Context: an optimization exercise on an open-source flow, tuned for small area, a short achievable clock period and few clock cycles. The choices shown serve that exercise and are no tape-out recipe.
Where RTL was checked, it was by simulation tests only, not by an equivalence proof against the original.
For runs 1 to 3, only the layout was checked, not whether the RTL still works.
Power is estimated from default activity; no workload was simulated.

### design.v
module jam_cmp (
    input  [9:0] a,
    input  [9:0] b,
    output lt,
    output eq
);
    wire l0_0 = ~a[0] & b[0];
    wire e0_0 = ~(a[0] ^ b[0]);
    wire l0_1 = ~a[1] & b[1];
    wire e0_1 = ~(a[1] ^ b[1]);
    wire l0_2 = ~a[2] & b[2];
    wire e0_2 = ~(a[2] ^ b[2]);
    wire l0_3 = ~a[3] & b[3];
    wire e0_3 = ~(a[3] ^ b[3]);
    wire l0_4 = ~a[4] & b[4];
    wire e0_4 = ~(a[4] ^ b[4]);
    wire l0_5 = ~a[5] & b[5];
    wire e0_5 = ~(a[5] ^ b[5]);
    wire l0_6 = ~a[6] & b[6];
    wire e0_6 = ~(a[6] ^ b[6]);
    wire l0_7 = ~a[7] & b[7];
    wire e0_7 = ~(a[7] ^ b[7]);
    wire l0_8 = ~a[8] & b[8];
    wire e0_8 = ~(a[8] ^ b[8]);
    wire l0_9 = ~a[9] & b[9];
    wire e0_9 = ~(a[9] ^ b[9]);
    wire l1_0 = l0_1 | (e0_1 & l0_0);
    wire e1_0 = e0_1 & e0_0;
    wire l1_1 = l0_3 | (e0_3 & l0_2);
    wire e1_1 = e0_3 & e0_2;
    wire l1_2 = l0_5 | (e0_5 & l0_4);
    wire e1_2 = e0_5 & e0_4;
    wire l1_3 = l0_7 | (e0_7 & l0_6);
    wire e1_3 = e0_7 & e0_6;
    wire l1_4 = l0_9 | (e0_9 & l0_8);
    wire e1_4 = e0_9 & e0_8;
    wire l2_0 = l1_1 | (e1_1 & l1_0);
    wire e2_0 = e1_1 & e1_0;
    wire l2_1 = l1_3 | (e1_3 & l1_2);
    wire e2_1 = e1_3 & e1_2;
    wire l3_0 = l2_1 | (e2_1 & l2_0);
    wire e3_0 = e2_1 & e2_0;
    wire l4_0 = l1_4 | (e1_4 & l3_0);
    wire e4_0 = e1_4 & e3_0;
    assign lt = l4_0;
    assign eq = e4_0;
endmodule
module jam_cmb (
    input  [13:0] a,
    input  [13:0] b,
    output [13:0] y
);
    wire lt, eq;
    jam_cmp u_c (.a(a[9:0]), .b(b[9:0]), .lt(lt), .eq(eq));
    assign y[9:0] = lt ? a[9:0] : b[9:0];
    assign y[13:10] = eq ? a[13:10] + b[13:10] : (lt ? a[13:10] : b[13:10]);
endmodule
module jam_min3 (
    input  [13:0] a,
    input  [13:0] b,
    input  [13:0] c,
    output [13:0] y
);
    wire lab, eab, lac, eac, lbc, ebc;
    jam_cmp u_ab (.a(a[9:0]), .b(b[9:0]), .lt(lab), .eq(eab));
    jam_cmp u_ac (.a(a[9:0]), .b(c[9:0]), .lt(lac), .eq(eac));
    jam_cmp u_bc (.a(b[9:0]), .b(c[9:0]), .lt(lbc), .eq(ebc));
    wire am = (lab | eab) & (lac | eac);
    wire bm = ~lab & (lbc | ebc);
    wire cm = ~lac & ~lbc;
    assign y[9:0] = am ? a[9:0] : (bm ? b[9:0] : c[9:0]);
    wire [3:0] sab = a[13:10] + b[13:10];
    wire [3:0] sac = a[13:10] + c[13:10];
    wire [3:0] sbc = b[13:10] + c[13:10];
    wire [3:0] sabc = sab + c[13:10];
    assign y[13:10] = am ? (bm ? (cm ? sabc : sab) : (cm ? sac : a[13:10]))
                         : (bm ? (cm ? sbc : b[13:10]) : c[13:10]);
endmodule
module jam_cand2 (
    input  [13:0] a,
    input  [13:0] b,
    input  [6:0]  c,
    input         ok,
    output [13:0] y
);
    wire lt, eq;
    jam_cmp u_c (.a(a[9:0]), .b(b[9:0]), .lt(lt), .eq(eq));
    wire [13:0] sa, sb;
    jam_cand u_a (.v(a), .c(c), .ok(ok), .y(sa));
    jam_cand u_b (.v(b), .c(c), .ok(ok), .y(sb));
    assign y[9:0] = lt ? sa[9:0] : sb[9:0];
    assign y[13:10] = {4{ok}} & (eq ? a[13:10] + b[13:10] : (lt ? a[13:10] : b[13:10]));
endmodule
module jam_order (
    input  [5:0] k,
    output reg [5:0] a
);
    always @(*) begin
        case (k)
            6'd0: a = 6'd0;
            6'd1: a = 6'd1;
            6'd2: a = 6'd2;
            6'd3: a = 6'd6;
            6'd4: a = 6'd7;
            6'd5: a = 6'd8;
            6'd6: a = 6'd9;
            6'd7: a = 6'd10;
            6'd8: a = 6'd14;
            6'd9: a = 6'd15;
            6'd10: a = 6'd18;
            6'd11: a = 6'd22;
            6'd12: a = 6'd23;
            6'd13: a = 6'd3;
            6'd14: a = 6'd11;
            6'd15: a = 6'd16;
            6'd16: a = 6'd17;
            6'd17: a = 6'd19;
            6'd18: a = 6'd26;
            6'd19: a = 6'd30;
            6'd20: a = 6'd31;
            6'd21: a = 6'd24;
            6'd22: a = 6'd25;
            6'd23: a = 6'd27;
            6'd24: a = 6'd34;
            6'd25: a = 6'd38;
            6'd26: a = 6'd39;
            6'd27: a = 6'd4;
            6'd28: a = 6'd12;
            6'd29: a = 6'd32;
            6'd30: a = 6'd33;
            6'd31: a = 6'd20;
            6'd32: a = 6'd35;
            6'd33: a = 6'd28;
            6'd34: a = 6'd42;
            6'd35: a = 6'd43;
            6'd36: a = 6'd46;
            6'd37: a = 6'd47;
            6'd38: a = 6'd40;
            6'd39: a = 6'd41;
            6'd40: a = 6'd36;
            6'd41: a = 6'd44;
            6'd42: a = 6'd5;
            6'd43: a = 6'd13;
            6'd44: a = 6'd21;
            6'd45: a = 6'd29;
            6'd46: a = 6'd50;
            6'd47: a = 6'd51;
            6'd48: a = 6'd52;
            6'd49: a = 6'd54;
            6'd50: a = 6'd55;
            6'd51: a = 6'd48;
            6'd52: a = 6'd49;
            6'd53: a = 6'd37;
            6'd54: a = 6'd45;
            6'd55: a = 6'd53;
            6'd56: a = 6'd58;
            6'd57: a = 6'd59;
            6'd58: a = 6'd60;
            6'd59: a = 6'd61;
            6'd60: a = 6'd62;
            6'd61: a = 6'd63;
            6'd62: a = 6'd56;
            6'd63: a = 6'd57;
            default: a = 6'd0;
        endcase
    end
endmodule
module jam_cand (
    input  [13:0] v,
    input  [6:0]  c,
    input         ok,
    output [13:0] y
);
    wire g0_0 = v[0] & c[0];
    wire p0_0 = v[0] ^ c[0];
    wire g0_1 = v[1] & c[1];
    wire p0_1 = v[1] ^ c[1];
    wire g0_2 = v[2] & c[2];
    wire p0_2 = v[2] ^ c[2];
    wire g0_3 = v[3] & c[3];
    wire p0_3 = v[3] ^ c[3];
    wire g0_4 = v[4] & c[4];
    wire p0_4 = v[4] ^ c[4];
    wire g0_5 = v[5] & c[5];
    wire p0_5 = v[5] ^ c[5];
    wire g0_6 = v[6] & c[6];
    wire p0_6 = v[6] ^ c[6];
    wire g0_7 = 1'b0;
    wire p0_7 = v[7];
    wire g0_8 = 1'b0;
    wire p0_8 = v[8];
    wire g0_9 = 1'b0;
    wire p0_9 = v[9];
    wire g1_0 = g0_0;
    wire p1_0 = p0_0;
    wire g1_1 = g0_1 | (p0_1 & g0_0);
    wire p1_1 = p0_1 & p0_0;
    wire g1_2 = g0_2 | (p0_2 & g0_1);
    wire p1_2 = p0_2 & p0_1;
    wire g1_3 = g0_3 | (p0_3 & g0_2);
    wire p1_3 = p0_3 & p0_2;
    wire g1_4 = g0_4 | (p0_4 & g0_3);
    wire p1_4 = p0_4 & p0_3;
    wire g1_5 = g0_5 | (p0_5 & g0_4);
    wire p1_5 = p0_5 & p0_4;
    wire g1_6 = g0_6 | (p0_6 & g0_5);
    wire p1_6 = p0_6 & p0_5;
    wire g1_7 = g0_7 | (p0_7 & g0_6);
    wire p1_7 = p0_7 & p0_6;
    wire g1_8 = g0_8 | (p0_8 & g0_7);
    wire p1_8 = p0_8 & p0_7;
    wire g1_9 = g0_9 | (p0_9 & g0_8);
    wire p1_9 = p0_9 & p0_8;
    wire g2_0 = g1_0;
    wire p2_0 = p1_0;
    wire g2_1 = g1_1;
    wire p2_1 = p1_1;
    wire g2_2 = g1_2 | (p1_2 & g1_0);
    wire p2_2 = p1_2 & p1_0;
    wire g2_3 = g1_3 | (p1_3 & g1_1);
    wire p2_3 = p1_3 & p1_1;
    wire g2_4 = g1_4 | (p1_4 & g1_2);
    wire p2_4 = p1_4 & p1_2;
    wire g2_5 = g1_5 | (p1_5 & g1_3);
    wire p2_5 = p1_5 & p1_3;
    wire g2_6 = g1_6 | (p1_6 & g1_4);
    wire p2_6 = p1_6 & p1_4;
    wire g2_7 = g1_7 | (p1_7 & g1_5);
    wire p2_7 = p1_7 & p1_5;
    wire g2_8 = g1_8 | (p1_8 & g1_6);
    wire p2_8 = p1_8 & p1_6;
    wire g2_9 = g1_9 | (p1_9 & g1_7);
    wire p2_9 = p1_9 & p1_7;
    wire g3_0 = g2_0;
    wire p3_0 = p2_0;
    wire g3_1 = g2_1;
    wire p3_1 = p2_1;
    wire g3_2 = g2_2;
    wire p3_2 = p2_2;
    wire g3_3 = g2_3;
    wire p3_3 = p2_3;
    wire g3_4 = g2_4 | (p2_4 & g2_0);
    wire p3_4 = p2_4 & p2_0;
    wire g3_5 = g2_5 | (p2_5 & g2_1);
    wire p3_5 = p2_5 & p2_1;
    wire g3_6 = g2_6 | (p2_6 & g2_2);
    wire p3_6 = p2_6 & p2_2;
    wire g3_7 = g2_7 | (p2_7 & g2_3);
    wire p3_7 = p2_7 & p2_3;
    wire g3_8 = g2_8 | (p2_8 & g2_4);
    wire p3_8 = p2_8 & p2_4;
    wire g3_9 = g2_9 | (p2_9 & g2_5);
    wire p3_9 = p2_9 & p2_5;
    wire g4_0 = g3_0;
    wire p4_0 = p3_0;
    wire g4_1 = g3_1;
    wire p4_1 = p3_1;
    wire g4_2 = g3_2;
    wire p4_2 = p3_2;
    wire g4_3 = g3_3;
    wire p4_3 = p3_3;
    wire g4_4 = g3_4;
    wire p4_4 = p3_4;
    wire g4_5 = g3_5;
    wire p4_5 = p3_5;
    wire g4_6 = g3_6;
    wire p4_6 = p3_6;
    wire g4_7 = g3_7;
    wire p4_7 = p3_7;
    wire g4_8 = g3_8 | (p3_8 & g3_0);
    wire p4_8 = p3_8 & p3_0;
    wire g4_9 = g3_9 | (p3_9 & g3_1);
    wire p4_9 = p3_9 & p3_1;
    wire [9:0] s;
    assign s[0] = p0_0;
    assign s[1] = p0_1 ^ g4_0;
    assign s[2] = p0_2 ^ g4_1;
    assign s[3] = p0_3 ^ g4_2;
    assign s[4] = p0_4 ^ g4_3;
    assign s[5] = p0_5 ^ g4_4;
    assign s[6] = p0_6 ^ g4_5;
    assign s[7] = p0_7 ^ g4_6;
    assign s[8] = p0_8 ^ g4_7;
    assign s[9] = p0_9 ^ g4_8;
    assign y[9:0] = s | {10{~ok}};
    assign y[13:10] = v[13:10] & {4{ok}};
endmodule
module JAM (
    input CLK,
    input RST,
    output [2:0] W,
    output [2:0] J,
    input [6:0] Cost,
    output reg [3:0] MatchCount,
    output reg [9:0] MinCost,
    output reg Valid
);
    reg rst_q;   
    reg [5:0] rk;
    reg [5:0] wj;
    wire [5:0] rk_inc = (rk == 6'd63) ? 6'd63 : rk + 6'd1;
    wire [5:0] nxt_addr;
    jam_order u_ord (.k(rk_inc), .a(nxt_addr));
    assign W = wj[5:3];
    assign J = wj[2:0];
    reg [5:0] a1;
    always @(posedge CLK) begin
        rst_q <= RST;
        if (RST) rk <= 6'd0; else rk <= rk_inc;
        wj <= RST ? 6'd0 : nxt_addr;
        a1 <= wj;
    end
    reg [6:0] tab [0:63];
    integer ti;
    always @(posedge CLK) begin
        for (ti = 0; ti < 64; ti = ti + 1) if (a1 == ti) tab[ti] <= Cost;
    end
    reg [7:0] g0_um2, g0_um1, g0_u0, g0_u1, g0_u2, g0_u3;
    reg [2:0] g0_rm1, g0_r0, g0_r1, g0_r2;
    wire [2:0] g0_pc = {2'd0, g0_um2[0]} + {2'd0, g0_um2[1]} + {2'd0, g0_um2[2]} + {2'd0, g0_um2[3]} + {2'd0, g0_um2[4]} + {2'd0, g0_um2[5]} + 3'd7;
    always @(posedge CLK) begin
        if (rst_q) g0_um2 <= 8'd242; else g0_um2 <= g0_um2 + 8'd1;
        g0_um1 <= g0_um2; g0_u0 <= g0_um1; g0_u1 <= g0_u0; g0_u2 <= g0_u1; g0_u3 <= g0_u2;
        g0_rm1 <= g0_pc; g0_r0 <= g0_rm1; g0_r1 <= g0_r0; g0_r2 <= g0_r1;
    end
    reg [6:0] g0_c0;
    always @(posedge CLK) g0_c0 <= tab[{g0_r1, 3'd0}];
    reg [6:0] g0_c1;
    always @(posedge CLK) g0_c1 <= tab[{g0_r1, 3'd1}];
    reg [6:0] g0_c2;
    always @(posedge CLK) g0_c2 <= tab[{g0_rm1, 3'd2}];
    reg [6:0] g0_c3;
    always @(posedge CLK) g0_c3 <= tab[{g0_rm1, 3'd3}];
    reg [6:0] g0_c4;
    always @(posedge CLK) g0_c4 <= tab[{g0_rm1, 3'd4}];
    reg [6:0] g0_c5;
    always @(posedge CLK) g0_c5 <= tab[{g0_rm1, 3'd5}];
    reg [7:0] g1_um2, g1_um1, g1_u0, g1_u1, g1_u2, g1_u3;
    reg [2:0] g1_rm1, g1_r0, g1_r1, g1_r2;
    wire [2:0] g1_pc = {2'd0, g1_um2[0]} + {2'd0, g1_um2[1]} + {2'd0, g1_um2[2]} + {2'd0, g1_um2[3]} + {2'd0, g1_um2[4]} + {2'd0, g1_um2[5]} + 3'd0;
    always @(posedge CLK) begin
        if (rst_q) g1_um2 <= 8'd238; else g1_um2 <= g1_um2 + 8'd1;
        g1_um1 <= g1_um2; g1_u0 <= g1_um1; g1_u1 <= g1_u0; g1_u2 <= g1_u1; g1_u3 <= g1_u2;
        g1_rm1 <= g1_pc; g1_r0 <= g1_rm1; g1_r1 <= g1_r0; g1_r2 <= g1_r1;
    end
    reg [6:0] g1_c0;
    always @(posedge CLK) g1_c0 <= tab[{g1_r1, 3'd0}];
    reg [6:0] g1_c1;
    always @(posedge CLK) g1_c1 <= tab[{g1_r1, 3'd1}];
    reg [6:0] g1_c2;
    always @(posedge CLK) g1_c2 <= tab[{g1_rm1, 3'd2}];
    reg [6:0] g1_c3;
    always @(posedge CLK) g1_c3 <= tab[{g1_rm1, 3'd3}];
    reg [6:0] g1_c4;
    always @(posedge CLK) g1_c4 <= tab[{g1_rm1, 3'd4}];
    reg [6:0] g1_c5;
    always @(posedge CLK) g1_c5 <= tab[{g1_rm1, 3'd5}];
    reg [6:0] g1_c6;
    always @(posedge CLK) g1_c6 <= tab[{g1_rm1, 3'd6}];
    reg [6:0] g1_c7;
    always @(posedge CLK) g1_c7 <= tab[{g1_rm1, 3'd7}];
    reg [7:0] g2_um2, g2_um1, g2_u0, g2_u1, g2_u2, g2_u3;
    reg [2:0] g2_rm1, g2_r0, g2_r1, g2_r2;
    wire [2:0] g2_pc = {2'd0, g2_um2[0]} + {2'd0, g2_um2[1]} + {2'd0, g2_um2[2]} + {2'd0, g2_um2[3]} + {2'd0, g2_um2[4]} + {2'd0, g2_um2[5]} + 3'd1;
    always @(posedge CLK) begin
        if (rst_q) g2_um2 <= 8'd234; else g2_um2 <= g2_um2 + 8'd1;
        g2_um1 <= g2_um2; g2_u0 <= g2_um1; g2_u1 <= g2_u0; g2_u2 <= g2_u1; g2_u3 <= g2_u2;
        g2_rm1 <= g2_pc; g2_r0 <= g2_rm1; g2_r1 <= g2_r0; g2_r2 <= g2_r1;
    end
    reg [6:0] g2_c0;
    always @(posedge CLK) g2_c0 <= tab[{g2_r1, 3'd0}];
    reg [6:0] g2_c1;
    always @(posedge CLK) g2_c1 <= tab[{g2_r1, 3'd1}];
    reg [6:0] g2_c2;
    always @(posedge CLK) g2_c2 <= tab[{g2_rm1, 3'd2}];
    reg [6:0] g2_c3;
    always @(posedge CLK) g2_c3 <= tab[{g2_rm1, 3'd3}];
    reg [6:0] g2_c4;
    always @(posedge CLK) g2_c4 <= tab[{g2_rm1, 3'd4}];
    reg [6:0] g2_c5;
    always @(posedge CLK) g2_c5 <= tab[{g2_rm1, 3'd5}];
    reg [6:0] g2_c6;
    always @(posedge CLK) g2_c6 <= tab[{g2_rm1, 3'd6}];
    reg [6:0] g2_c7;
    always @(posedge CLK) g2_c7 <= tab[{g2_rm1, 3'd7}];
    reg [13:0] q0 [0:28];
    reg [13:0] l0_e [0:3];
    wire [13:0] l0_x0;
    jam_cand l0_cx0 (.v(q0[0]), .c(g0_c2), .ok(g0_u0[2]), .y(l0_x0));
    wire [13:0] l0_x1;
    jam_cand l0_cx1 (.v(q0[4]), .c(g0_c3), .ok(g0_u0[3]), .y(l0_x1));
    wire [13:0] l0_x2;
    jam_cand l0_cx2 (.v(q0[12]), .c(g0_c4), .ok(g0_u0[4]), .y(l0_x2));
    wire [13:0] l0_x3;
    jam_cand l0_cx3 (.v(q0[28]), .c(g0_c5), .ok(g0_u0[5]), .y(l0_x3));
    always @(posedge CLK) begin
        l0_e[0] <= l0_x0;
        l0_e[1] <= l0_x1;
        l0_e[2] <= l0_x2;
        l0_e[3] <= l0_x3;
    end
    wire [13:0] l0_g0;
    jam_min3 l0_cg0 (.a(l0_e[0]), .b(l0_e[1]), .c(l0_e[2]), .y(l0_g0));
    wire [13:0] l0_g1;
    assign l0_g1 = l0_e[3];
    reg [13:0] l0_a1, l0_b1;
    always @(posedge CLK) begin
        l0_a1 <= l0_g0;
        l0_b1 <= l0_g1;
    end
    reg [13:0] l0_pr, l0_t2, l0_t1;
    wire [13:0] l0_z2;
    jam_cmb l0_cz2 (.a(l0_a1), .b(l0_b1), .y(l0_z2));
    wire [13:0] l0_t2s, l0_t1s;
    jam_cand l0_ct2 (.v(q0[0]), .c(g0_c1), .ok(g0_u2[1]), .y(l0_t2s));
    jam_cand2 l0_ct1 (.a(l0_pr), .b(l0_t2), .c(g0_c0), .ok(g0_u2[0]), .y(l0_t1s));
    always @(posedge CLK) begin
        l0_pr <= ((g0_u2 == 8'd0) ? 14'h0400 : l0_z2);
        l0_t2 <= l0_t2s;
        l0_t1 <= l0_t1s;
    end
    wire [13:0] l0_r;
    jam_min3 l0_cr3 (.a(l0_t1), .b(l0_t2), .c(l0_pr), .y(l0_r));
    integer qi0;
    always @(posedge CLK) begin
        q0[0] <= l0_r;
        for (qi0 = 1; qi0 < 29; qi0 = qi0 + 1) q0[qi0] <= q0[qi0-1];
    end
    reg [13:0] q1 [0:28];
    reg [13:0] l1_e [0:4];
    wire [13:0] l1_x0;
    jam_cand l1_cx0 (.v(q1[0]), .c(g1_c2), .ok(g1_u0[2]), .y(l1_x0));
    wire [13:0] l1_x1;
    jam_cand l1_cx1 (.v(q1[4]), .c(g1_c3), .ok(g1_u0[3]), .y(l1_x1));
    wire [13:0] l1_x2;
    jam_cand l1_cx2 (.v(q1[12]), .c(g1_c4), .ok(g1_u0[4]), .y(l1_x2));
    wire [13:0] l1_x3;
    jam_cand l1_cx3 (.v(q1[28]), .c(g1_c5), .ok(g1_u0[5]), .y(l1_x3));
    wire [13:0] l1_x4;
    jam_cand l1_cx4 (.v(q0[0]), .c(g1_c6), .ok(1'b1), .y(l1_x4));
    always @(posedge CLK) begin
        l1_e[0] <= l1_x0;
        l1_e[1] <= l1_x1;
        l1_e[2] <= l1_x2;
        l1_e[3] <= l1_x3;
        l1_e[4] <= l1_x4;
    end
    wire [13:0] l1_g0;
    jam_min3 l1_cg0 (.a(l1_e[0]), .b(l1_e[1]), .c(l1_e[2]), .y(l1_g0));
    wire [13:0] l1_g1;
    jam_cmb l1_cg1 (.a(l1_e[3]), .b(l1_e[4]), .y(l1_g1));
    reg [13:0] l1_a1, l1_b1;
    always @(posedge CLK) begin
        l1_a1 <= l1_g0;
        l1_b1 <= l1_g1;
    end
    reg [13:0] l1_pr, l1_t2, l1_t1;
    wire [13:0] l1_z2;
    jam_cmb l1_cz2 (.a(l1_a1), .b(l1_b1), .y(l1_z2));
    wire [13:0] l1_t2s, l1_t1s;
    jam_cand l1_ct2 (.v(q1[0]), .c(g1_c1), .ok(g1_u2[1]), .y(l1_t2s));
    jam_cand2 l1_ct1 (.a(l1_pr), .b(l1_t2), .c(g1_c0), .ok(g1_u2[0]), .y(l1_t1s));
    always @(posedge CLK) begin
        l1_pr <= l1_z2;
        l1_t2 <= l1_t2s;
        l1_t1 <= l1_t1s;
    end
    wire [13:0] l1_r;
    jam_min3 l1_cr3 (.a(l1_t1), .b(l1_t2), .c(l1_pr), .y(l1_r));
    integer qi1;
    always @(posedge CLK) begin
        q1[0] <= l1_r;
        for (qi1 = 1; qi1 < 29; qi1 = qi1 + 1) q1[qi1] <= q1[qi1-1];
    end
    reg [13:0] q2 [0:28];
    reg [13:0] l2_e [0:4];
    wire [13:0] l2_x0;
    jam_cand l2_cx0 (.v(q2[0]), .c(g1_c2), .ok(g1_u0[2]), .y(l2_x0));
    wire [13:0] l2_x1;
    jam_cand l2_cx1 (.v(q2[4]), .c(g1_c3), .ok(g1_u0[3]), .y(l2_x1));
    wire [13:0] l2_x2;
    jam_cand l2_cx2 (.v(q2[12]), .c(g1_c4), .ok(g1_u0[4]), .y(l2_x2));
    wire [13:0] l2_x3;
    jam_cand l2_cx3 (.v(q2[28]), .c(g1_c5), .ok(g1_u0[5]), .y(l2_x3));
    wire [13:0] l2_x4;
    jam_cand l2_cx4 (.v(q0[0]), .c(g1_c7), .ok(1'b1), .y(l2_x4));
    always @(posedge CLK) begin
        l2_e[0] <= l2_x0;
        l2_e[1] <= l2_x1;
        l2_e[2] <= l2_x2;
        l2_e[3] <= l2_x3;
        l2_e[4] <= l2_x4;
    end
    wire [13:0] l2_g0;
    jam_min3 l2_cg0 (.a(l2_e[0]), .b(l2_e[1]), .c(l2_e[2]), .y(l2_g0));
    wire [13:0] l2_g1;
    jam_cmb l2_cg1 (.a(l2_e[3]), .b(l2_e[4]), .y(l2_g1));
    reg [13:0] l2_a1, l2_b1;
    always @(posedge CLK) begin
        l2_a1 <= l2_g0;
        l2_b1 <= l2_g1;
    end
    reg [13:0] l2_pr, l2_t2, l2_t1;
    wire [13:0] l2_z2;
    jam_cmb l2_cz2 (.a(l2_a1), .b(l2_b1), .y(l2_z2));
    wire [13:0] l2_t2s, l2_t1s;
    jam_cand l2_ct2 (.v(q2[0]), .c(g1_c1), .ok(g1_u2[1]), .y(l2_t2s));
    jam_cand2 l2_ct1 (.a(l2_pr), .b(l2_t2), .c(g1_c0), .ok(g1_u2[0]), .y(l2_t1s));
    always @(posedge CLK) begin
        l2_pr <= l2_z2;
        l2_t2 <= l2_t2s;
        l2_t1 <= l2_t1s;
    end
    wire [13:0] l2_r;
    jam_min3 l2_cr3 (.a(l2_t1), .b(l2_t2), .c(l2_pr), .y(l2_r));
    integer qi2;
    always @(posedge CLK) begin
        q2[0] <= l2_r;
        for (qi2 = 1; qi2 < 29; qi2 = qi2 + 1) q2[qi2] <= q2[qi2-1];
    end
    reg [13:0] q3 [0:28];
    reg [13:0] l3_e [0:5];
    wire [13:0] l3_x0;
    jam_cand l3_cx0 (.v(q3[0]), .c(g2_c2), .ok(g2_u0[2]), .y(l3_x0));
    wire [13:0] l3_x1;
    jam_cand l3_cx1 (.v(q3[4]), .c(g2_c3), .ok(g2_u0[3]), .y(l3_x1));
    wire [13:0] l3_x2;
    jam_cand l3_cx2 (.v(q3[12]), .c(g2_c4), .ok(g2_u0[4]), .y(l3_x2));
    wire [13:0] l3_x3;
    jam_cand l3_cx3 (.v(q3[28]), .c(g2_c5), .ok(g2_u0[5]), .y(l3_x3));
    wire [13:0] l3_x4;
    jam_cand l3_cx4 (.v(q2[0]), .c(g2_c6), .ok(1'b1), .y(l3_x4));
    wire [13:0] l3_x5;
    jam_cand l3_cx5 (.v(q1[0]), .c(g2_c7), .ok(1'b1), .y(l3_x5));
    always @(posedge CLK) begin
        l3_e[0] <= l3_x0;
        l3_e[1] <= l3_x1;
        l3_e[2] <= l3_x2;
        l3_e[3] <= l3_x3;
        l3_e[4] <= l3_x4;
        l3_e[5] <= l3_x5;
    end
    wire [13:0] l3_g0;
    jam_min3 l3_cg0 (.a(l3_e[0]), .b(l3_e[1]), .c(l3_e[2]), .y(l3_g0));
    wire [13:0] l3_g1;
    jam_min3 l3_cg1 (.a(l3_e[3]), .b(l3_e[4]), .c(l3_e[5]), .y(l3_g1));
    reg [13:0] l3_a1, l3_b1;
    always @(posedge CLK) begin
        l3_a1 <= l3_g0;
        l3_b1 <= l3_g1;
    end
    reg [13:0] l3_pr, l3_t2, l3_t1;
    wire [13:0] l3_z2;
    jam_cmb l3_cz2 (.a(l3_a1), .b(l3_b1), .y(l3_z2));
    wire [13:0] l3_t2s, l3_t1s;
    jam_cand l3_ct2 (.v(q3[0]), .c(g2_c1), .ok(g2_u2[1]), .y(l3_t2s));
    jam_cand2 l3_ct1 (.a(l3_pr), .b(l3_t2), .c(g2_c0), .ok(g2_u2[0]), .y(l3_t1s));
    always @(posedge CLK) begin
        l3_pr <= l3_z2;
        l3_t2 <= l3_t2s;
        l3_t1 <= l3_t1s;
    end
    wire [13:0] l3_r;
    jam_min3 l3_cr3 (.a(l3_t1), .b(l3_t2), .c(l3_pr), .y(l3_r));
    integer qi3;
    always @(posedge CLK) begin
        q3[0] <= l3_r;
        for (qi3 = 1; qi3 < 29; qi3 = qi3 + 1) q3[qi3] <= q3[qi3-1];
    end
    always @(posedge CLK) begin
        if (rst_q) Valid <= 1'b0;
        else if (g2_u3 == 8'd63) Valid <= 1'b1;
    end
    always @(posedge CLK) begin
        if (g2_u3 == 8'd63) begin
            MinCost <= l3_r[9:0];
            MatchCount <= l3_r[13:10];
        end
    end
endmodule
### flow/run.sh
#!/bin/bash
# Standard layout, but the port buffers use a normal buffer cell (buf_4) instead of
# the default pick, so the output ports are driven with a normal buffer.
set -euo pipefail
export BUFFER_PORTS_ARGS="-buffer_cell sky130_fd_sc_hd__buf_4"
bash standard.sh finish > standard_flow.log 2>&1
### standard.sh
#!/bin/bash
# synth_recipe.tcl (not shown) runs the flow's synth.tcl, then flattens the netlist and writes it again
# the make line also repeats each setting of config.mk as NAME=value (left out here)
make -C /OpenROAD-flow-scripts/flow DESIGN_CONFIG=/design/flow/config.mk WORK_HOME=/design/flow/orfs CLKGATE_MAP_FILE= SYNTH_SCRIPT=/design/flow/synth_recipe.tcl "${@:-finish}"
### config.mk
export PLATFORM = sky130hd
export DESIGN_NAME = JAM
export DESIGN_NICKNAME = JAM
export VERILOG_FILES = /design/flow/design.v
export SDC_FILE = /design/flow/constraint.sdc
export NUM_CORES = 4
export LEC_CHECK = 0
export CAP_MARGIN = 20
export CORE_MARGIN = 2
export CORE_UTILIZATION = 40
export SLEW_MARGIN = 20
### constraint.sdc
create_clock -name core_clock -period 10.0 [get_ports {CLK}]
set_input_delay 2.0000 -clock core_clock [delete_from_list [all_inputs] [get_ports {CLK}]]
set_output_delay 2.0000 -clock core_clock [all_outputs]
set_load 0.01 [all_outputs]
==> run summary, run 1 <==
* Slowest-stage cell, CP: edfxtp_1
* Fin util at 0.456
* Synth Warn # at 20
* Ys async rst share at 0
* CP startpoint: MinCost[6]
* DIE AREA at 267,000 sq um
* GR Util All Layers at 0.197
* Worst EP arrival at 1.50 ns
* Largest family of logic cells by synthesized area: compound AO/OA/AOI/OAI gates
* Pwr Density at 385 nW/um^2
* Compound-Gate Fraction of Synth Area at 0.107
* Syn avg cell area at 12.0 sq um
* Clock Tree Buf Depth at 4
* R2r setup slk at 6.75 ns
* CTS tree: done
* Area of the mapped netlist at 105,000 sq um
* Post-DRT Antenna Nets at 0
* Initial antenna violation count at 22
* Post-synth EDFFs at 462
* GRT Residual Overflow at 0
* Unique masters post-synth at 84
* Clock-pin slew on the worst setup and hold paths at 0.06 ns
* WL final at 266 mm
* Avg WL per Cell at 21.0 um
* Via Count at 65,137
* Reg2reg end: MatchCount[3]
* Xor and xnor area share after synthesis at 0.0261
* Share of cells above drive strength 1 at 0.0989
* Synth area leader: dfxtp_1
* Syn Nets at 9,613
* Global-route wire length before repair at 400 mm
* Vias in the first global route at 64,898
* Cell breakdown of the critical path: buf_4
* CP max FO at 1
* Tmin final at 3.50 ns
* Slew headroom at 0.195
* Gpl congestion at 0.902
* Input/output buffers at 29
* R2R Path Start: l3_pr[7]
* H-tree levels at 5
* Fin crit share at 0.350
* Filler cells at 23,569
* Peak Freq at 286 MHz
* DPL Wire Length at 189 mm
* Worst path max stage delay at 0.46 ns
* I/O pins at 30
* DRC errors left at 0
* Worst-margin pin slew at 1.20 ns
* Core ar. at 262,000 sq um
* FF-to-FF path depth at 9
* Die height at 517 um
* Maximum vdd drop at 0.219 mV
* RSZ-0062 raised after global routing: no
* CTS resizes at 0
* Avg Vias per Cell at 5.14
* Req. time, crit path at 8.00 ns
* Die Wd at 517 um
* Synth Area in Simple Gates at 0.0716
* Setup Crit Path Kind: reg -> out
* Setup TNS Final at 0 ns
* Clock root buffer: clkbuf_16
* P_leak at 50.5 nW
* HP Class: reg -> reg
* Post-Synthesis Cells at 8,789
* Share of the synthesized area in the top cell type at 0.472
* Num CTS Buffers at 303
* Final nets at 9,731
* Starting Density at 0.401
* Hold Buf Count CTS at 0
* Startpoint Class: flop
* Max-cap viol count at 0
* Critical path depth in cells at 1
* Register bit total from synthesis at 2,941
* 1st-iter DRT viols at 5,367
* Sequential share of the synthesized area at 0.604
* Worst skew pair latency at 0.87 ns
* Clock sink total at 2,941
* Crit-path leading delay family: flip-flops
* Post-CTS setup buffers at 0
* Layout area overhead at 13.6%
* Synth Area in Adders at 0.103
* Status: timing/DRC/antenna clean
* WP buf/inv at 1
* Fin. Hold Viols at 0
* # setup viols final at 0
* Portion of netlist area occupied by mux cells at 0.0580
* Worst Setup EP: MinCost[6]
* Worst setup EP type: primary output
* Synth Flop Type: dfxtp_1
* Row Count at 188
* Largest net degree at the start of global routing at 65
* Cells taking the most area after synthesis: dfxtp_1, edfxtp_1, ha_1
* Skew final at 0.0905 ns
* First-pass DRT Iterations at 7
* Slew Limit Fails at 0
[cell usage after synthesis, types with 136 or more instances]
library cell and count:
clkbuf_1 204, nor2_1 576, dfxtp_1 2479, ha_1 732, nand2_1 508, a21o_1 136
o21ai_0 382, mux2i_1 224, xnor2_1 188, a21oi_1 571, edfxtp_1 462, inv_1 545
[kinds of logic after synthesis]
logic type,after synthesis
compound gates,1774
xor+xnor,313
fa+ha+maj,815
buf+inv,835
flops,2941
mux,460
simple gates,1651
[state kept, by name (all words and copies together), names as in the netlist, 56 cells and up]
signal and flops:
q1 405, l0_e 56, l1_e 66, tab 448
l2_e 67, q3 406, l3_e 78, q2 405
q0 405
[report_power, final]
group	internal, mW	leakage (nW)	total, mW	switching [mW]
sequential	16.3	24.8	18.9	2.69
clock	6.54	4.94	11.3	4.73
combinational	6.42	20.7	15.8	9.33
total	29.2	50.5	46.0	16.7
[placed cells by master (no fill, tap or decap), types with 57 or more instances in the layout]
cell	n
a211oi_1	125
a21o_1	136
a21oi_1	565
a221oi_1	71
and2_1	92
buf_4	95
clkbuf_16	313
dfxtp_1	2466
edfxtp_1	462
fa_1	83
ha_1	732
inv_1	545
mux2_2	130
mux2i_1	223
mux4_2	106
nand2_1	507
nand2b_1	74
nand3_1	94
nor2_1	575
nor2b_1	77
nor3_1	59
o211ai_1	65
o21ai_0	382
o21bai_1	80
o22ai_1	57
xnor2_1	188
xor2_1	125
[worst reg2reg max path, cell delays in order (launching register included)]
cell and delay [ns]:
dfxtp_1 0.41, inv_1 0.12, ha_1 0.32, nand4_1 0.15
or3_1 0.54, a221o_1 0.57, buf_4 0.29, a211o_1 0.26
a221oi_2 0.28, a21oi_2 0.06
[cell type report]
class	count	area, sq um	share of cell area
Antenna cell	10	25.0	0.000210
Tap cell	3515	4400	0.0369
Clock inverter	138	1480	0.0124
Clock buffer	405	8600	0.0721
Timing Repair Buffer	97	743	0.00623
Multi-Input combinational cell	5013	38500	0.322
Sequential cell	2941	63500	0.532
Inverter	551	2070	0.0173
[worst min path at each step]
stage	startpoint	to	slack (ns)	cells past startpoint
6_report	q1[15][4]	q1[16][4]	0.26	0
5_1_grt	q1[20][3]	q1[21][3]	0.26	0
4_1_cts	q1[15][4]	q1[16][4]	0.25	0
3_5_place_dp	g0_r0[1]	g0_r1[1]	0.31	0
3_3_place_gp	q3[8][4]	q3[9][4]	0.31	0
2_1_floorplan	g0_r0[0]	g0_r1[0]	0.31	0
[through the flow]
stage / instance area [sq um] / power, mW / cells / hold WS (ns) / setup WS (ns)
after global placement: 109000 / 34.5 / 12114 / 0.310 / 6.59
final: 119000 / 46.0 / 12670 / 0.264 / 6.50
after floorplan: 105000 / 29.0 / 8789 / 0.310 / 7.33
after CTS: 119000 / 46.2 / 12658 / 0.252 / 6.41
after detailed placement: 109000 / 34.7 / 12115 / 0.312 / 6.76
after global routing: 119000 / 48.9 / 12664 / 0.263 / 6.41
[metal layers]
layer	GRT usage	wire length, um	vias up	part of all wire
li1	-	-	30953	-
met5	0.00198	108	-	0.00041
met3	0.0384	18900	579	0.071
met4	0.0898	12400	8	0.047
met1	0.261	116000	31364	0.44
met2	0.309	118000	2233	0.45
==> run 2, diff against run 1 <==
--- a/design.v
+++ b/design.v
@@ -572,9 +572,7 @@
         else if (g2_u3 == 8'd63) Valid <= 1'b1;
     end
-    always @(posedge CLK) begin
-        if (g2_u3 == 8'd63) begin
-            MinCost <= l3_r[9:0];
-            MatchCount <= l3_r[13:10];
-        end
+    always @(*) begin
+        MinCost = q3[0][9:0];
+        MatchCount = q3[0][13:10];
     end
 endmodule
==> run 2 against run 1 <==
Compared with the run above: critical path type unchanged; critical endpoint is now MinCost[1]; synthesized area shrank 0.40%; still clean on timing, DRC and antenna; sequential power barely moved; combinational power about the same; clock-buffer cell count is 4 lower; core utilization up 0.18 points; final area is 0.33% lower; wire length up 1.2%; largest power group unchanged; largest cell class unchanged.
==> run summary, run 2 <==
* R2R Path Start: g1_rm1[1] (was l3_pr[7])
* Hold path endpoint: q1[21][3] (was q1[16][4])
* Global-route wire length before repair at 402 mm (was 400 mm)
* Clock Tree Buf Depth at 4 (unchanged)
* Synth Flop Type: dfxtp_1 (unchanged)
* Hold Buf Count CTS at 0 (unchanged)
* Maximum vdd drop at 0.209 mV (was 0.219 mV)
* CP startpoint: q3[0][1] (was MinCost[6])
* Largest register by flop count: tab (unchanged)
* RSZ-0062 raised after global routing: no (unchanged)
* Slew Limit Fails at 0 (unchanged)
* Worst-margin pin slew at 1.15 ns (was 1.20 ns)
* Worst path max stage delay at 0.67 ns (was 0.46 ns)
* Psw at 16.9 mW (was 16.7 mW)
* Critical path depth in cells at 1 (unchanged)
* Metal2 WL at 119 mm (was 118 mm)
* Cell breakdown of the critical path: buf_4 (unchanged)
* Share of cells above drive strength 1 at 0.0940 (was 0.0989)
* GR Util All Layers at 0.199 (was 0.197)
* Seq pwr share at 0.408 (was 0.412)
* H-tree levels at 5 (unchanged)
* Setup TNS Final at 0 ns (unchanged)
* Fin crit share at 0.375 (was 0.350)
* Ys async rst share at 0 (unchanged)
* Vias in the first global route at 64,948 (was 64,898)
* Worst skew pair latency at 0.88 ns (was 0.87 ns)
* CTS resizes at 0 (unchanged)
* Setup Crit Path Kind: reg -> out (unchanged)
* Startpoint Class: flop (unchanged)
* Slowest-stage cell, CP: dfxtp_1 (was edfxtp_1)
* Skew final at 0.0681 ns (was 0.0905 ns)
* Num CTS Buffers at 305 (was 303)
* Input/output buffers at 29 (unchanged)
* Final nets at 9,769 (was 9,731)
* Pwr Density at 388 nW/um^2 (was 385 nW/um^2)
* Clock-pin slew on the worst setup and hold paths at 0.06 ns (about the same)
* Clock sink total at 2,927 (was 2,941)
* Die Wd at 516 um (was 517 um)
* Worst EP arrival at 1.75 ns (was 1.50 ns)
* Req. time, crit path at 8.00 ns (about the same)
* Worst Setup Slack post-DPL at 6.68 ns (was 6.76 ns)
* Length of routed wiring on met1 at 119 mm (was 116 mm)
* First-pass DRT Iterations at 6 (was 7)
* R2r setup slk at 6.71 ns (was 6.75 ns)
* I/O pins at 30 (unchanged)
* Worst setup EP type: primary output (unchanged)
* HP Class: reg -> reg (unchanged)
* Post-CTS setup buffers at 0 (unchanged)
* Total power at 46.2 mW (was 46.0 mW)
* Synth area leader: dfxtp_1 (unchanged)
* WL final at 269 mm (was 266 mm)
* Avg WL per Cell at 21.2 um (was 21.0 um)
* Via Count at 65,575 (was 65,137)
* Met3 wire len at 18.1 mm (was 18.9 mm)
* FF-to-FF path depth at 8 (was 9)
* Worst hold slack at 0.272 ns (was 0.264 ns)
* Register bit total from synthesis at 2,927 (was 2,941)
* Worst Hold Launch: q1[20][3] (was q1[15][4])
* Commonest cells after routing, fill and taps aside: dfxtp_1, ha_1, nor2_1, a21oi_1, inv_1 (unchanged)
* Post-Synthesis Cells at 8,832 (was 8,789)
* Biggest registers after layout: tab (448), q3 (406) (unchanged)
* Avg Vias per Cell at 5.16 (was 5.14)
* Largest net degree at the start of global routing at 65 (unchanged)
* Peak Freq at 266 MHz (was 286 MHz)
* Cells taking the most area after synthesis: dfxtp_1, edfxtp_1, ha_1 (unchanged)
* Post-placement cell area at 109,000 sq um (about the same)
* Fin. Hold Viols at 0 (unchanged)
* Status: timing/DRC/antenna clean (unchanged)
* Syn avg cell area at 11.9 sq um (was 12.0 sq um)
* WP buf/inv at 1 (unchanged)
* Sequential share of the synthesized area at 0.603 (was 0.604)
* GRT Residual Overflow at 0 (unchanged)
* Reg2reg end: g1_c7[3] (was MatchCount[3])
* Unique masters post-synth at 83 (was 84)
* Synth Warn # at 20 (unchanged)
* Clock root buffer: clkbuf_16 (unchanged)
* Sw Share at 0.365 (was 0.364)
* Share of the synthesized area in the top cell type at 0.474 (was 0.472)
* # setup viols final at 0 (unchanged)
* Initial antenna violation count at 21 (was 22)
* Row Count at 187 (was 188)
* CP max FO at 6 (was 1)
* Syn Nets at 9,655 (was 9,613)
* Post-DRT Antenna Nets at 0 (unchanged)
* Starting Density at 0.403 (was 0.401)
* Max-cap viol count at 0 (unchanged)
* Layout area overhead at 13.6% (about the same)
* Cell area after layout at 119,000 sq um (about the same)
* List of most frequent post-synthesis cells: dfxtp_1, ha_1, nor2_1, a21oi_1, inv_1 (unchanged)
* Tmin final at 3.75 ns (was 3.50 ns)
* WHS Path Cells at 0 (unchanged)
* Gpl congestion at 0.909 (was 0.902)
* Final WS setup at 6.25 ns (was 6.50 ns)
* Slew headroom at 0.231 (was 0.195)
* Post-synth EDFFs at 448 (was 462)
* Comb pwr share at 0.345 (was 0.343)
* DRC errors left at 0 (unchanged)
* Area of the mapped netlist at 105,000 sq um (about the same)
* Max FFs per register at 448 (unchanged)
* Clock power frac at 0.246 (was 0.245)
* Die height at 516 um (was 517 um)
* Crit-path leading delay family: flip-flops (unchanged)
* Most common cell in the netlist: dfxtp_1 (unchanged)
* Uppermost layer routed: met5 (unchanged)
* CTS tree: done (unchanged)
* Internal power at 29.3 mW (was 29.2 mW)
* DIE AREA at 266,000 sq um (was 267,000 sq um)
* Core ar. at 260,000 sq um (was 262,000 sq um)
* P_leak at 50.3 nW (was 50.5 nW)
* DPL Wire Length at 191 mm (was 189 mm)
* Commonest non-fill, non-tap cell in the layout: dfxtp_1 (unchanged)
* 1st-iter DRT viols at 5,594 (was 5,367)
-- run 2: power by group through the flow --
stage	Sequential, mW	Combinational [mW]	Clock (mW)
after CTS	18.9	15.9	11.6
after detailed placement	19.1	15.8	0
after global placement	19.1	15.6	0
final	18.9	16.0	11.4
after floorplan	17.5	11.5	0
after global routing	19.3	17.7	12.1
-- run 2: per-layer routing --
metal,vias up,global-route usage
li1,31137,-
met1,31556,0.267
met2,2273,0.313
met3,603,0.0357
met4,6,0.0870
met5,-,0
-- run 2: layout make-up --
type                    instances  area [sq um]
multi-input cells            5065         38500
inverters                     548          2060
clock inverters               150          1740
clock buffers                 401          8400
well taps                    3496          4370
repair buffers                 99           752
diodes                         16          40.0
flip-flops and latches       2927         63100
fillers                     23315        141000
-- run 2: metrics by stage --
step,util,std cells
after CTS,0.457,12683
after detailed placement,0.418,12132
final,0.458,12702
after global placement,0.418,12131
after floorplan,-,8832
after global routing,0.457,12695
-- run 2: how the worst max path moves through the flow --
stage / end / slack [ns]
2_1_floorplan: l3_b1[13] / 7.42
6_report: MinCost[1] / 6.25
5_1_grt: MinCost[1] / 6.16
4_1_cts: MinCost[1] / 6.17
3_3_place_gp: l3_t1[0] / 6.73
3_5_place_dp: l3_t1[0] / 6.68
-- run 2: cells by family (layout without fill, tap and decap cells) --
group	count (synthesis)	in the layout	share of synthesized area
AOI/OAI and AO/OA	1838	1838	0.112
muxes	436	436	0.0528
buffers and inverters	840	1198	0.0309
DFF	2927	2927	0.603
other	0	16	0
adders and majority gates	814	814	0.103
xor gates and xnor gates	313	313	0.0262
and+or+nand+nor	1664	1664	0.0723
==> run 3, diff against run 2 <==
==> flow/run.sh (replaced) <==
#!/bin/bash
# Standard layout with two changes: the port buffers use a normal buffer cell (buf_4)
# instead of the default pick, and clock tree synthesis builds its tree from clkbuf_8
# without dummy loads.
set -euo pipefail
export BUFFER_PORTS_ARGS="-buffer_cell sky130_fd_sc_hd__buf_4"
export CTS_ARGS="-sink_clustering_enable -repair_clock_nets -dont_use_dummy_load -buf_list sky130_fd_sc_hd__clkbuf_8"
bash standard.sh finish > standard_flow.log 2>&1
==> run 3 against run 2 <==
Compared with the run above: die area is the same; sequential share of layout area grew 1.9 points; maximum frequency shrank 3.7%; largest power group unchanged; via count shrank 0.46%; final cell count shrank 0.87%; largest cell class unchanged; clock skew grew 0.074 ns; sequential cell count is the same.
==> run summary, run 3 <==
* Most common cell in the netlist: dfxtp_1 (unchanged)
* Area of the mapped netlist at 105,000 sq um (unchanged)
* Fin. Hold Viols at 0 (unchanged)
* Filler cells at 23,711 (was 23,315)
* Num CTS Buffers at 447 (was 305)
* Sequential share of the synthesized area at 0.603 (unchanged)
* Clock power frac at 0.185 (was 0.246)
* Sw Share at 0.377 (was 0.365)
* Post-placement cell area at 109,000 sq um (unchanged)
* Synth Area in Simple Gates at 0.0723 (unchanged)
* Final nets at 9,909 (was 9,769)
* Internal power at 26.6 mW (was 29.3 mW)
* Slew headroom at 0.170 (was 0.231)
* Post-CTS setup buffers at 0 (unchanged)
* R2r setup slk at 6.76 ns (was 6.71 ns)
* Syn avg cell area at 11.9 sq um (unchanged)
* Maximum vdd drop at 0.209 mV (about the same)
* Biggest registers after layout: tab (448), q3 (406) (unchanged)
* H-tree levels at 5 (unchanged)
* Fin util at 0.442 (was 0.458)
* Worst hold slack at 0.198 ns (was 0.272 ns)
* Clock root buffer: clkbuf_8 (was clkbuf_16)
* WP buf/inv at 1 (unchanged)
* Seq pwr share at 0.442 (was 0.408)
* Share of the synthesized area in the top cell type at 0.474 (unchanged)
* Synth Area in Adders at 0.103 (unchanged)
* Worst skew pair latency at 1.04 ns (was 0.88 ns)
* Setup Crit Path Kind: reg -> out (unchanged)
* Commonest cells after routing, fill and taps aside: dfxtp_1, ha_1, nor2_1, a21oi_1, inv_1 (unchanged)
* Status: timing/DRC/antenna clean (unchanged)
* Core ar. at 260,000 sq um (unchanged)
* GR Util All Layers at 0.198 (was 0.199)
* First-pass DRT Iterations at 6 (unchanged)
* List of most frequent post-synthesis cells: dfxtp_1, ha_1, nor2_1, a21oi_1, inv_1 (unchanged)
* Worst-margin pin slew at 1.24 ns (was 1.15 ns)
* Fin crit share at 0.390 (was 0.375)
* Synth Warn # at 20 (unchanged)
* Clock Tree Buf Depth at 4 (unchanged)
* Clock-pin slew on the worst setup and hold paths at 0.06 ns (about the same)
* Compound-Gate Fraction of Synth Area at 0.112 (unchanged)
* Unique masters post-synth at 83 (unchanged)
* Max-cap viol count at 0 (unchanged)
* I/O pins at 30 (unchanged)
* Largest family of logic cells by synthesized area: compound AO/OA/AOI/OAI gates (unchanged)
* Worst Setup Slack post-DPL at 6.68 ns (unchanged)
* Synth Flop Type: dfxtp_1 (unchanged)
* Post-Synthesis Cells at 8,832 (unchanged)
* Register bit total from synthesis at 2,927 (unchanged)
* Final Instance Count excl. Fillers at 12,592 (was 12,702)
* Psw at 16.1 mW (was 16.9 mW)
* Worst path max stage delay at 0.69 ns (was 0.67 ns)
* R2R Path Start: g2_rm1[1] (was g1_rm1[1])
* 1st-iter DRT viols at 5,331 (was 5,594)
* Die height at 516 um (unchanged)
* Starting Density at 0.403 (unchanged)
* Portion of netlist area occupied by mux cells at 0.0528 (unchanged)
* Worst setup EP type: primary output (unchanged)
* Total power at 42.7 mW (was 46.2 mW)
* Cells taking the most area after synthesis: dfxtp_1, edfxtp_1, ha_1 (unchanged)
* Cell breakdown of the critical path: buf_4 (unchanged)
* Grt peak-use layer: met2 (unchanged)
* Largest net degree at the start of global routing at 65 (unchanged)
* Setup TNS Final at 0 ns (unchanged)
* Worst EP arrival at 1.90 ns (was 1.75 ns)
* Met3 usage at 0.0429 (was 0.0357)
* Gpl congestion at 0.909 (unchanged)
* WL final at 268 mm (was 269 mm)
* Syn Nets at 9,655 (unchanged)
* Synth area leader: dfxtp_1 (unchanged)
* Req. time, crit path at 8.00 ns (about the same)
* Layout area overhead at 9.79% (was 13.6%)
* Die Wd at 516 um (unchanged)
* Reg2reg end: g2_c7[1] (was g1_c7[3])
* GR Util met2 at 0.311 (was 0.313)
* Slowest-stage cell, CP: dfxtp_1 (unchanged)
* DIE AREA at 266,000 sq um (unchanged)
* Critical path depth in cells at 1 (unchanged)
* Global-route wire length before repair at 401 mm (was 402 mm)
* RSZ-0062 raised after global routing: no (unchanged)
* Startpoint Class: flop (unchanged)
* Post-synth EDFFs at 448 (unchanged)
* DRC errors left at 0 (unchanged)
* GRT Residual Overflow at 0 (unchanged)
* CP max FO at 6 (unchanged)
* CTS tree: done (unchanged)
* Share of cells above drive strength 1 at 0.0908 (was 0.0940)
* Row Count at 187 (unchanged)
* Met1 Use GR at 0.262 (was 0.267)
* Initial antenna violation count at 26 (was 21)
* Xor and xnor area share after synthesis at 0.0262 (unchanged)
* Slew Limit Fails at 0 (unchanged)
* Post-DRT Antenna Nets at 0 (unchanged)
* HP Class: reg -> reg (unchanged)
* DP Cell Count at 12,132 (unchanged)
* # setup viols final at 0 (unchanged)
* Tmin final at 3.90 ns (was 3.75 ns)
* Final WS setup at 6.10 ns (was 6.25 ns)
* Crit-path leading delay family: flip-flops (unchanged)
* Pwr Density at 371 nW/um^2 (was 388 nW/um^2)
* CTS resizes at 0 (unchanged)
* Via Count at 65,271 (was 65,575)
* Cell area after layout at 115,000 sq um (was 119,000 sq um)
* Input/output buffers at 29 (unchanged)
* Skew final at 0.142 ns (was 0.0681 ns)
* Clock sink total at 2,927 (unchanged)
* CP startpoint: q3[0][1] (unchanged)
* Worst Setup EP: MinCost[1] (unchanged)
* Vias in the first global route at 65,512 (was 64,948)
* Avg WL per Cell at 21.3 um (was 21.2 um)
* Avg Vias per Cell at 5.18 (was 5.16)
* Hold Buf Count CTS at 0 (unchanged)
* P_leak at 48.5 nW (was 50.3 nW)
* Commonest non-fill, non-tap cell in the layout: dfxtp_1 (unchanged)
* FF-to-FF path depth at 7 (was 8)
* Max FFs per register at 448 (unchanged)
* Comb pwr share at 0.373 (was 0.345)
* Ys async rst share at 0 (unchanged)
* Largest register by flop count: tab (unchanged)
* Peak Freq at 256 MHz (was 266 MHz)
* DPL Wire Length at 191 mm (unchanged)
[run 3: cell counts after synthesis]
No cell type changed its count.
[run 3: area by class of cell]
cell class | instances | area (sq um) | share of cell area
antenna | 12 | 30.0 | 0.000261
clock buffer | 447 | 6150 | 0.0535
inverter | 548 | 2060 | 0.0179
timing repair buffer | 97 | 726 | 0.00632
multi-input combinational | 5065 | 38500 | 0.335
tap | 3496 | 4370 | 0.0381
sequential | 2927 | 63100 | 0.549
[run 3: layer usage]
layer  routed length (um)  up-vias
li1                     -    31098
met1               118000    31251
met2               119000     2294
met3                19400      612
met5                  116        -
met4                12300       16
[run 3: power by group through the flow]
stage                     combinational (mW)  clock, mW  sequential [mW]
after global routing                    17.7       8.64             19.3
after floorplan                         11.5          0             17.5
after CTS                               15.9       8.17             18.9
final                                   15.9       7.89             18.9
after detailed placement                15.8          0             19.1
after global placement                  15.6          0             19.1
[run 3: worst min path at each step]
stage	from	to	cells past startpoint
6_report	q1[23][3]	q1[24][3]	0
5_1_grt	q1[8][4]	q1[9][4]	0
2_1_floorplan	g0_r0[0]	g0_r1[0]	0
4_1_cts	q1[23][3]	q1[24][3]	0
3_5_place_dp	q0[24][11]	q0[25][11]	0
3_3_place_gp	q3[6][13]	q3[7][13]	0
[run 3: logic make-up (layout without fill, tap and decap cells)]
group,count (synthesis),count (layout)
multiplexers,436,436
buffers and inverters,840,1092
AND/OR/NAND/NOR,1664,1664
AO/OA/AOI/OAI,1838,1838
other,0,12
XOR/XNOR,313,313
adder cells (fa/ha/maj),814,814
flip-flops,2927,2927
==> run 4, diff against run 3 <==
--- a/design.v
+++ b/design.v
@@ -316,10 +316,16 @@
         for (ti = 0; ti < 64; ti = ti + 1) if (a1 == ti) tab[ti] <= Cost;
     end
-    reg [7:0] g0_um2, g0_um1, g0_u0, g0_u1, g0_u2, g0_u3;
+    reg [7:0] g0_um2;
+    reg [5:0] g0_um1, g0_u0;
+    reg [1:0] g0_u1, g0_u2;
+    reg g0_zm1, g0_z0, g0_z1, g0_z2;       
+    reg g0_lm1, g0_l0, g0_l1, g0_l2, g0_l3;   
     reg [2:0] g0_rm1, g0_r0, g0_r1, g0_r2;
     wire [2:0] g0_pc = {2'd0, g0_um2[0]} + {2'd0, g0_um2[1]} + {2'd0, g0_um2[2]} + {2'd0, g0_um2[3]} + {2'd0, g0_um2[4]} + {2'd0, g0_um2[5]} + 3'd7;
     always @(posedge CLK) begin
         if (rst_q) g0_um2 <= 8'd242; else g0_um2 <= g0_um2 + 8'd1;
-        g0_um1 <= g0_um2; g0_u0 <= g0_um1; g0_u1 <= g0_u0; g0_u2 <= g0_u1; g0_u3 <= g0_u2;
+        g0_um1 <= g0_um2[5:0]; g0_u0 <= g0_um1; g0_u1 <= g0_u0[1:0]; g0_u2 <= g0_u1;
+        g0_zm1 <= (g0_um2 == 8'd0); g0_z0 <= g0_zm1; g0_z1 <= g0_z0; g0_z2 <= g0_z1;
+        g0_lm1 <= (g0_um2 == 8'd63); g0_l0 <= g0_lm1; g0_l1 <= g0_l0; g0_l2 <= g0_l1; g0_l3 <= g0_l2;
         g0_rm1 <= g0_pc; g0_r0 <= g0_rm1; g0_r1 <= g0_r0; g0_r2 <= g0_r1;
     end
@@ -336,10 +342,16 @@
     reg [6:0] g0_c5;
     always @(posedge CLK) g0_c5 <= tab[{g0_rm1, 3'd5}];
-    reg [7:0] g1_um2, g1_um1, g1_u0, g1_u1, g1_u2, g1_u3;
+    reg [7:0] g1_um2;
+    reg [5:0] g1_um1, g1_u0;
+    reg [1:0] g1_u1, g1_u2;
+    reg g1_zm1, g1_z0, g1_z1, g1_z2;       
+    reg g1_lm1, g1_l0, g1_l1, g1_l2, g1_l3;   
     reg [2:0] g1_rm1, g1_r0, g1_r1, g1_r2;
     wire [2:0] g1_pc = {2'd0, g1_um2[0]} + {2'd0, g1_um2[1]} + {2'd0, g1_um2[2]} + {2'd0, g1_um2[3]} + {2'd0, g1_um2[4]} + {2'd0, g1_um2[5]} + 3'd0;
     always @(posedge CLK) begin
         if (rst_q) g1_um2 <= 8'd238; else g1_um2 <= g1_um2 + 8'd1;
-        g1_um1 <= g1_um2; g1_u0 <= g1_um1; g1_u1 <= g1_u0; g1_u2 <= g1_u1; g1_u3 <= g1_u2;
+        g1_um1 <= g1_um2[5:0]; g1_u0 <= g1_um1; g1_u1 <= g1_u0[1:0]; g1_u2 <= g1_u1;
+        g1_zm1 <= (g1_um2 == 8'd0); g1_z0 <= g1_zm1; g1_z1 <= g1_z0; g1_z2 <= g1_z1;
+        g1_lm1 <= (g1_um2 == 8'd63); g1_l0 <= g1_lm1; g1_l1 <= g1_l0; g1_l2 <= g1_l1; g1_l3 <= g1_l2;
         g1_rm1 <= g1_pc; g1_r0 <= g1_rm1; g1_r1 <= g1_r0; g1_r2 <= g1_r1;
     end
@@ -360,10 +372,16 @@
     reg [6:0] g1_c7;
     always @(posedge CLK) g1_c7 <= tab[{g1_rm1, 3'd7}];
-    reg [7:0] g2_um2, g2_um1, g2_u0, g2_u1, g2_u2, g2_u3;
+    reg [7:0] g2_um2;
+    reg [5:0] g2_um1, g2_u0;
+    reg [1:0] g2_u1, g2_u2;
+    reg g2_zm1, g2_z0, g2_z1, g2_z2;       
+    reg g2_lm1, g2_l0, g2_l1, g2_l2, g2_l3;   
     reg [2:0] g2_rm1, g2_r0, g2_r1, g2_r2;
     wire [2:0] g2_pc = {2'd0, g2_um2[0]} + {2'd0, g2_um2[1]} + {2'd0, g2_um2[2]} + {2'd0, g2_um2[3]} + {2'd0, g2_um2[4]} + {2'd0, g2_um2[5]} + 3'd1;
     always @(posedge CLK) begin
         if (rst_q) g2_um2 <= 8'd234; else g2_um2 <= g2_um2 + 8'd1;
-        g2_um1 <= g2_um2; g2_u0 <= g2_um1; g2_u1 <= g2_u0; g2_u2 <= g2_u1; g2_u3 <= g2_u2;
+        g2_um1 <= g2_um2[5:0]; g2_u0 <= g2_um1; g2_u1 <= g2_u0[1:0]; g2_u2 <= g2_u1;
+        g2_zm1 <= (g2_um2 == 8'd0); g2_z0 <= g2_zm1; g2_z1 <= g2_z0; g2_z2 <= g2_z1;
+        g2_lm1 <= (g2_um2 == 8'd63); g2_l0 <= g2_lm1; g2_l1 <= g2_l0; g2_l2 <= g2_l1; g2_l3 <= g2_l2;
         g2_rm1 <= g2_pc; g2_r0 <= g2_rm1; g2_r1 <= g2_r0; g2_r2 <= g2_r1;
     end
@@ -416,5 +434,5 @@
     jam_cand2 l0_ct1 (.a(l0_pr), .b(l0_t2), .c(g0_c0), .ok(g0_u2[0]), .y(l0_t1s));
     always @(posedge CLK) begin
-        l0_pr <= ((g0_u2 == 8'd0) ? 14'h0400 : l0_z2);
+        l0_pr <= (g0_z2 ? 14'h0400 : l0_z2);
         l0_t2 <= l0_t2s;
         l0_t1 <= l0_t1s;
@@ -570,9 +588,9 @@
     always @(posedge CLK) begin
         if (rst_q) Valid <= 1'b0;
-        else if (g2_u3 == 8'd63) Valid <= 1'b1;
+        else if (g2_l3) Valid <= 1'b1;
     end
-    always @(*) begin
-        MinCost = q3[0][9:0];
-        MatchCount = q3[0][13:10];
+    always @(posedge CLK) begin
+        MinCost <= l3_r[9:0];
+        MatchCount <= l3_r[13:10];
     end
 endmodule
--- a/config.mk
+++ b/config.mk
@@ -8,4 +8,4 @@
 export CAP_MARGIN = 20
 export CORE_MARGIN = 2
-export CORE_UTILIZATION = 40
+export CORE_UTILIZATION = 60
 export SLEW_MARGIN = 20
==> run 4 against run 3 <==
Compared with the run above: non-clock buffer count is 1 lower; sequential power hardly changed; final cell count is 10% lower; synthesized area is 0.55% lower; worst hold slack better by 0.059 ns; via count is 0.87% higher; highest routed layer unchanged.
==> run summary, run 4 <==
* Synth Flop Type: dfxtp_1 (unchanged)
* Gpl congestion at 0.948 (was 0.909)
* Fin. Hold Viols at 0 (unchanged)
* Initial antenna violation count at 23 (was 26)
* Worst EP arrival at 1.92 ns (was 1.90 ns)
* Final Instance Count excl. Fillers at 11,336 (was 12,592)
* First-pass DRT Iterations at 8 (was 6)
* Req. time, crit path at 8.00 ns (about the same)
* GR Util All Layers at 0.297 (was 0.198)
* CTS resizes at 0 (unchanged)
* Vias in the first global route at 64,739 (was 65,512)
* Synth Warn # at 20 (unchanged)
* # setup viols final at 0 (unchanged)
* Commonest non-fill, non-tap cell in the layout: dfxtp_1 (unchanged)
* Unique masters post-synth at 84 (was 83)
* Tmin final at 3.92 ns (was 3.90 ns)
* Largest register by flop count: tab (unchanged)
* Sw Share at 0.377 (about the same)
* Xor and xnor area share after synthesis at 0.0261 (was 0.0262)
* Portion of netlist area occupied by mux cells at 0.0541 (was 0.0528)
* Input/output buffers at 29 (unchanged)
* Clock root buffer: clkbuf_8 (unchanged)
* Total power at 42.2 mW (was 42.7 mW)
* Cells taking the most area after synthesis: dfxtp_1, edfxtp_1, ha_1 (unchanged)
* WP buf/inv at 1 (unchanged)
* 1st-iter DRT viols at 6,327 (was 5,331)
* Most common cell in the netlist: dfxtp_1 (unchanged)
* GRT Residual Overflow at 0 (unchanged)
* Post-CTS setup buffers at 0 (unchanged)
* Layout area overhead at 8.24% (was 9.79%)
* Syn Nets at 9,600 (was 9,655)
* CTS tree: done (unchanged)
* DRC errors left at 0 (unchanged)
* Largest net degree at the start of global routing at 65 (unchanged)
* Cell breakdown of the critical path: buf_4 (unchanged)
* Crit-path leading delay family: flip-flops (unchanged)
* Slowest-stage cell, CP: dfxtp_1 (unchanged)
* Fin crit share at 0.392 (was 0.390)
* Hold Buf Count CTS at 0 (unchanged)
* List of most frequent post-synthesis cells: dfxtp_1, ha_1, a21oi_1, nor2_1, inv_1 (was dfxtp_1, ha_1, nor2_1, a21oi_1, inv_1)
* Post-synth EDFFs at 448 (unchanged)
* Via Count at 65,839 (was 65,271)
* Slew headroom at 0.159 (was 0.170)
* Psw at 15.9 mW (was 16.1 mW)
* Synth area leader: dfxtp_1 (unchanged)
* Clock sink total at 2,896 (was 2,927)
* HP Class: reg -> reg (unchanged)
* Share of the synthesized area in the top cell type at 0.471 (was 0.474)
* Seq pwr share at 0.446 (was 0.442)
* Post-Synthesis Cells at 8,775 (was 8,832)
* Avg Vias per Cell at 5.81 (was 5.18)
* WL final at 263 mm (was 268 mm)
* Peak Freq at 255 MHz (was 256 MHz)
* Filler cells at 13,242 (was 23,711)
* FF-to-FF path depth at 10 (was 7)
* Clock-pin slew on the worst setup and hold paths at 0.06 ns (about the same)
* Largest family of logic cells by synthesized area: compound AO/OA/AOI/OAI gates (unchanged)
* Worst-margin pin slew at 1.26 ns (was 1.24 ns)
* Fin util at 0.655 (was 0.442)
* Internal power at 26.3 mW (was 26.6 mW)
* Slew Limit Fails at 0 (unchanged)
* Clock power frac at 0.182 (was 0.185)
* Commonest cells after routing, fill and taps aside: dfxtp_1, ha_1, a21oi_1, inv_1, nor2_1 (was dfxtp_1, ha_1, nor2_1, a21oi_1, inv_1)
* Num CTS Buffers at 437 (was 447)
* Final nets at 9,843 (was 9,909)
* Synth Area in Simple Gates at 0.0708 (was 0.0723)
* Core ar. at 172,000 sq um (was 260,000 sq um)
* Compound-Gate Fraction of Synth Area at 0.113 (was 0.112)
* Area of the mapped netlist at 104,000 sq um (was 105,000 sq um)
* Synth Area in Adders at 0.104 (was 0.103)
* Avg WL per Cell at 23.2 um (was 21.3 um)
* Starting Density at 0.605 (was 0.403)
* Skew final at 0.0942 ns (was 0.142 ns)
* Worst skew pair latency at 1.06 ns (was 1.04 ns)
* I/O pins at 30 (unchanged)
* Startpoint Class: flop (unchanged)
* Worst path max stage delay at 0.67 ns (was 0.69 ns)
* Sequential share of the synthesized area at 0.600 (was 0.603)
* Register bit total from synthesis at 2,896 (was 2,927)
* DPL Wire Length at 188 mm (was 191 mm)
* Global-route wire length before repair at 393 mm (was 401 mm)
* Comb pwr share at 0.372 (was 0.373)
* P_leak at 48.2 nW (was 48.5 nW)
* CP max FO at 4 (was 6)
* Die Wd at 421 um (was 516 um)
* Setup Crit Path Kind: reg -> out (unchanged)
* Ys async rst share at 0 (unchanged)
* WHS Path Cells at 0 (unchanged)
* Syn avg cell area at 11.9 sq um (about the same)
* Row Count at 152 (was 187)
* Post-DRT Antenna Nets at 0 (unchanged)
* Clock Tree Buf Depth at 4 (unchanged)
* Die height at 421 um (was 516 um)
* Max FFs per register at 448 (unchanged)
* DIE AREA at 177,000 sq um (was 266,000 sq um)
* RSZ-0062 raised after global routing: no (unchanged)
* Pwr Density at 374 nW/um^2 (was 371 nW/um^2)
* Share of cells above drive strength 1 at 0.0925 (was 0.0908)
* H-tree levels at 5 (unchanged)
* Worst hold slack at 0.257 ns (was 0.198 ns)
* Status: timing/DRC/antenna clean (unchanged)
* Worst setup EP type: primary output (unchanged)
* Critical path depth in cells at 1 (unchanged)
* Setup TNS Final at 0 ns (unchanged)
* R2r setup slk at 6.66 ns (was 6.76 ns)
* DP Cell Count at 10,889 (was 12,132)
* Maximum vdd drop at 0.220 mV (was 0.209 mV)
* Max-cap viol count at 0 (unchanged)
run 4: cell types whose count changed after synthesis, sizes merged, moves of 18 or more:
cell and change:
nor2 -26, mux2 +20, dfxtp -31, a211oi -18, nand2 -21, mux2i -23, a221oi +25
run 4: cell families (layout without fill, tap and decap cells):
| logic type | after synthesis | in the layout |
|---|---|---|
| mux | 438 | 438 |
| compound gates | 1850 | 1850 |
| fa+ha+maj | 816 | 816 |
| flops | 2896 | 2896 |
| xor+xnor | 310 | 310 |
| other cells | 0 | 10 |
| simple gates | 1614 | 1614 |
| buf+inv | 851 | 1092 |
run 4: per-stage QoR:
stage          cell area [sq um]  setup WS (ns)
3_3_place_gp              107000           6.83
5_1_grt                   113000           5.97
4_1_cts                   113000           5.91
3_5_place_dp              107000           6.75
6_report                  113000           6.08
2_1_floorplan             104000           7.34
run 4: power groups by stage:
stage	clock (mW)	sequential, mW	combinational, mW
after CTS	7.89	18.9	15.5
final	7.69	18.8	15.7
after floorplan	0	17.3	11.4
after detailed placement	0	19.0	15.3
after global placement	0	19.0	15.1
after global routing	8.37	19.2	17.4
run 4: area by class of cell:
| class | count | area (sq um) | area share |
|---|---|---|---|
| inverters | 559 | 2100 | 0.0186 |
| flip-flops and latches | 2896 | 62500 | 0.555 |
| well taps | 2310 | 2890 | 0.0257 |
| repair buffers | 96 | 721 | 0.00640 |
| clock buffers | 437 | 6010 | 0.0534 |
| multi-input cells | 5028 | 38400 | 0.341 |
| diodes | 10 | 25.0 | 0.000222 |
run 4: metal layers:
| layer | vias up | global-route usage | wire length [um] |
|---|---|---|---|
| met5 | - | 0 | 129 |
| met4 | 12 | 0.138 | 12400 |
| met3 | 634 | 0.0762 | 23800 |
| met2 | 2798 | 0.449 | 114000 |
| met1 | 31413 | 0.399 | 113000 |
| li1 | 30982 | - | - |
run 4: path summary, 6_finish.rpt:
check | end | startpoint
max | MinCost[0] | q3[0][0]
min | q1[2][7] | q1[1][7]
max reg2reg | q1[0][3] | l1_pr[5]
min reg2reg | q1[2][7] | q1[1][7]
Testbench counts of run 4, summed over its fixed seeds: cycles 1,656.

## port drivers added, routing unchanged
The flow's constraints put no driver on any port. The routed layouts listed below were extracted and timed again, unchanged, in two steps.
Step 1: set_driving_cell puts a clkbuf_16 on CLK and a buf_2 on each other input, an assumption about the parent block.
Step 2, shift: input delay + t, output delay - t, t = (earliest + latest rising clock arrival at the registers) / 2. This alone moves slack from input paths to output paths.
Three values: ideal ports, drivers, drivers and shift; two values: the first two.
run	t (ns)	setup slack, ns	worst setup path after step 2	clock arrival spread, ns
run 1	0.925	6.503 / 6.406 / 6.745	register to register	0.095 / 0.096
run 2	0.945	6.245 / 6.147 / 6.711	register to register	0.076 / 0.076
run 3	1.076	6.101 / 6.008 / 6.763	register to register	0.180 / 0.180
run 4	1.105	6.075 / 5.985 / 6.663	register to register	0.106 / 0.106
After both steps setup and hold are still met in every run listed.
